This design comes from an exercise in tuning for small area on the open sky130 flow, not from production work.
In this exercise RTL edits were held to simulation tests only and were not proved equivalent to the original.
Power is estimated from default activity; no workload was simulated.

// ALU_sync
module ALU_sync (
  input  wire        clk,
  input  wire [15:0] A, B,
  input  wire [3:0]  ALU_FUN,
  output reg  [15:0] ALU_OUT,
  output reg         Carry_flag,
  output reg         Arith_flag,
  output reg         Logic_flag,
  output reg         CMP_flag,
  output reg         Shift_flag
);
  wire op_add = (ALU_FUN == 4'b0000);
  wire op_sub = (ALU_FUN == 4'b0001);
  wire op_mul = (ALU_FUN == 4'b0010);
  wire op_div = (ALU_FUN == 4'b0011);
  wire op_eq  = (ALU_FUN == 4'b1010);
  wire op_gt  = (ALU_FUN == 4'b1011);
  wire op_lt  = (ALU_FUN == 4'b1100);
  wire op_shr = (ALU_FUN == 4'b1101);
  wire op_shl = (ALU_FUN == 4'b1110);
  wire op_cmp = op_eq | op_gt | op_lt;
  wire sub0 = op_sub | op_cmp | op_div;
  wire fresh_en = ~op_mul;
  wire [15:0] bz;
  assign bz[0] = 1'b1;
  assign bz[1] = ~|B[15:15];
  assign bz[2] = ~|B[15:14];
  assign bz[3] = ~|B[15:13];
  assign bz[4] = ~|B[15:12];
  assign bz[5] = ~|B[15:11];
  assign bz[6] = ~|B[15:10];
  assign bz[7] = ~|B[15:9];
  assign bz[8] = ~|B[15:8];
  assign bz[9] = ~|B[15:7];
  assign bz[10] = ~|B[15:6];
  assign bz[11] = ~|B[15:5];
  assign bz[12] = ~|B[15:4];
  assign bz[13] = ~|B[15:3];
  assign bz[14] = ~|B[15:2];
  assign bz[15] = ~|B[15:1];
  wire bnz = |B;
  wire [2:0] ta = A[15:13];
  wire [2:0] tb = B[2:0];
  wire tdiv = bz[13] & (tb != 3'd0);
  wire [2:0] tq = tdiv ? ta / tb : 3'd0;
  wire [2:0] tr = tdiv ? ta % tb : ta;
  wire [2:0] tm = A[2:0] * B[15:13];
  wire [2:0] o13 = op_mul ? tm : (op_div ? tr : ta);
  wire q15 = tq[2];
  wire q14 = tq[1];
  wire q13 = tq[0];
  wire [3:0] x12, y12, s12;
  wire c12, q12;
  assign x12 = {o13, A[12] & fresh_en};
  assign y12 = op_mul ? (A[3:0] & {4{B[12]}}) : ~B[3:0];
  wire [3:0] p12 = x12 ^ y12;
  wire [3:0] g12;
  assign g12[0] = (x12[0] & y12[0]) | (~op_mul & p12[0]);
  assign g12[3:1] = x12[3:1] & y12[3:1];
  wire G12_0 = g12[1] | (p12[1] & g12[0]);
  wire G12_1 = g12[3] | (p12[3] & g12[2]);
  wire P12_1 = p12[3] & p12[2];
  wire G12_2 = g12[2] | (p12[2] & G12_0);
  wire G12_3 = G12_1 | (P12_1 & G12_0);
  assign s12[0] = p12[0] ^ ~op_mul;
  ...
Size in the first run: ~21 flip-flops, roughly 10,000 sq um of cells after synthesis.
Settings: LEC_CHECK=0, ABC_AREA=1, CAP_MARGIN=20, CORE_MARGIN=2, CORE_UTILIZATION=40, SETUP_SLACK_MARGIN=-0.8, SLEW_MARGIN=20; clock period 35.0 ns.
standard.sh (not shown) runs the stock make flow with config.mk's settings and CLKGATE_MAP_FILE= SYNTH_SCRIPT=/design/flow/synth_recipe.tcl, a recipe that flattens the netlist after the stock synthesis.
==> flow/flow/run.sh <==
#!/bin/bash
# The standard layout with two changes:
# - ABC's area script maps for area only (flow/abc_area.script);
# - the port buffers are the platform's smallest plain buffer.
# ORFS reads its scripts from a copy in this folder that differs from the
# installed one only in abc_area.script.
set -euo pipefail
here=$(pwd)
rm -rf "$here/orfs_scripts"
cp -r "$FLOW_HOME/scripts" "$here/orfs_scripts"
cp "$here/flow/abc_area.script" "$here/orfs_scripts/abc_area.script"
export BUFFER_PORTS_ARGS="-buffer_cell sky130_fd_sc_hd__buf_1"
bash standard.sh "SCRIPTS_DIR=$here/orfs_scripts" \
  "BUFFER_PORTS_ARGS=-buffer_cell sky130_fd_sc_hd__buf_1" finish > standard.log 2>&1
==> flow/flow/abc_area.script <==
strash
dch
map -a
topo
stime -c
buffer -c
upsize -c
dnsize -c
Next try:
--- a/flow/design.v
+++ b/flow/design.v
@@ -627,36 +627,37 @@
   assign s0[8] = p0[8] ^ G0_19;
   assign s0[9] = p0[9] ^ G0_24;
   assign s0[10] = p0[10] ^ G0_25;
   assign s0[11] = p0[11] ^ G0_26;
   assign s0[12] = p0[12] ^ G0_27;
   assign s0[13] = p0[13] ^ G0_28;
   assign s0[14] = p0[14] ^ G0_29;
   assign s0[15] = p0[15] ^ G0_30;
   assign c0 = G0_31;
   assign q0 = c0 & bz[0];
   wire [15:0] quo = {q15, q14, q13, q12, q11, q10, q9, q8, q7, q6, q5, q4, q3, q2, q1, q0};
   wire c0_out = c0;
-  wire eq = ~|s0;
+  wire eq = &p0;
   wire lt = ~c0;
   wire gt = c0 & ~eq;
+  wire [15:0] la = g0, lx = p0, lo = p0 | g0;
   reg [15:0] logic_out;
   always @(*) begin
     case (ALU_FUN)
-      4'b0100: logic_out = A & B;
-      4'b0101: logic_out = A | B;
-      4'b0110: logic_out = ~(A & B);
-      4'b0111: logic_out = ~(A | B);
-      4'b1000: logic_out = A ^ B;
-      4'b1001: logic_out = ~(A ^ B);
+      4'b0100: logic_out = la;
+      4'b0101: logic_out = lo;
+      4'b0110: logic_out = ~la;
+      4'b0111: logic_out = ~lo;
+      4'b1000: logic_out = lx;
+      4'b1001: logic_out = ~lx;
       default: logic_out = 16'b0;
     endcase
   end
   wire arith0 = op_add | op_sub | op_mul;
   wire [15:0] res = ({16{arith0}} & s0)
                   | ({16{op_div & bnz}} & quo)
                   | logic_out
                   | {14'b0, (op_gt & gt) | (op_lt & lt), (op_eq & eq) | (op_lt & lt)}
                   | ({16{op_shr}} & {1'b0, A[15:1]})
                   | ({16{op_shl}} & {A[14:0], 1'b0});
   always @(posedge clk) begin
     ALU_OUT    <= res;
The changed run completed with no timing, DRC or antenna violations.
Area after synthesis falls by 2.3%.
Setup slack is better by 0.18 ns.
Cell count climbs by 4.4%.
Sequential power rises by 7.6%.
Cell area drops by 1.8%.
Routed wire length fell by 6.2%.
Die area goes down by 2.2%.
Combinational power grows by about 4%.
Sequential cell count stays the same.

[static timing again, ports no longer ideal]
The flow's constraints put no driver on any port. The routed layouts listed below were extracted and timed again, unchanged, in two steps.
Step 1 (the two cells are an assumption about what drives the block):
set clk [get_ports {clk}]
set_driving_cell -lib_cell sky130_fd_sc_hd__clkbuf_16 $clk
set_driving_cell -lib_cell sky130_fd_sc_hd__buf_2 [delete_from_list [all_inputs] $clk]
Step 2 moves the port delays by t, midway between the first and last clock arrival at a register: inputs arrive t later, outputs are due t later. That takes back most of the time a late clock gives input paths.
Slacks: ideal / step 1 / step 2; pairs: ideal / step 1.
run | t (ns) | setup slack, ns | hold WS [ns] | worst register clock-pin slew, ns
the first run | 0.295 | 1.438 / 1.450 / 1.155 | 7.051 / 7.046 / 7.341 | 0.07 / 0.07
the second run | 0.284 | 1.620 / 1.624 / 1.340 | 7.051 / 7.042 / 7.326 | 0.06 / 0.06
After both steps setup and hold are still met in every run listed. For the first run, which loses most, drivers alone change the setup slack by +0.012 ns; drivers and shift together by -0.283 ns.
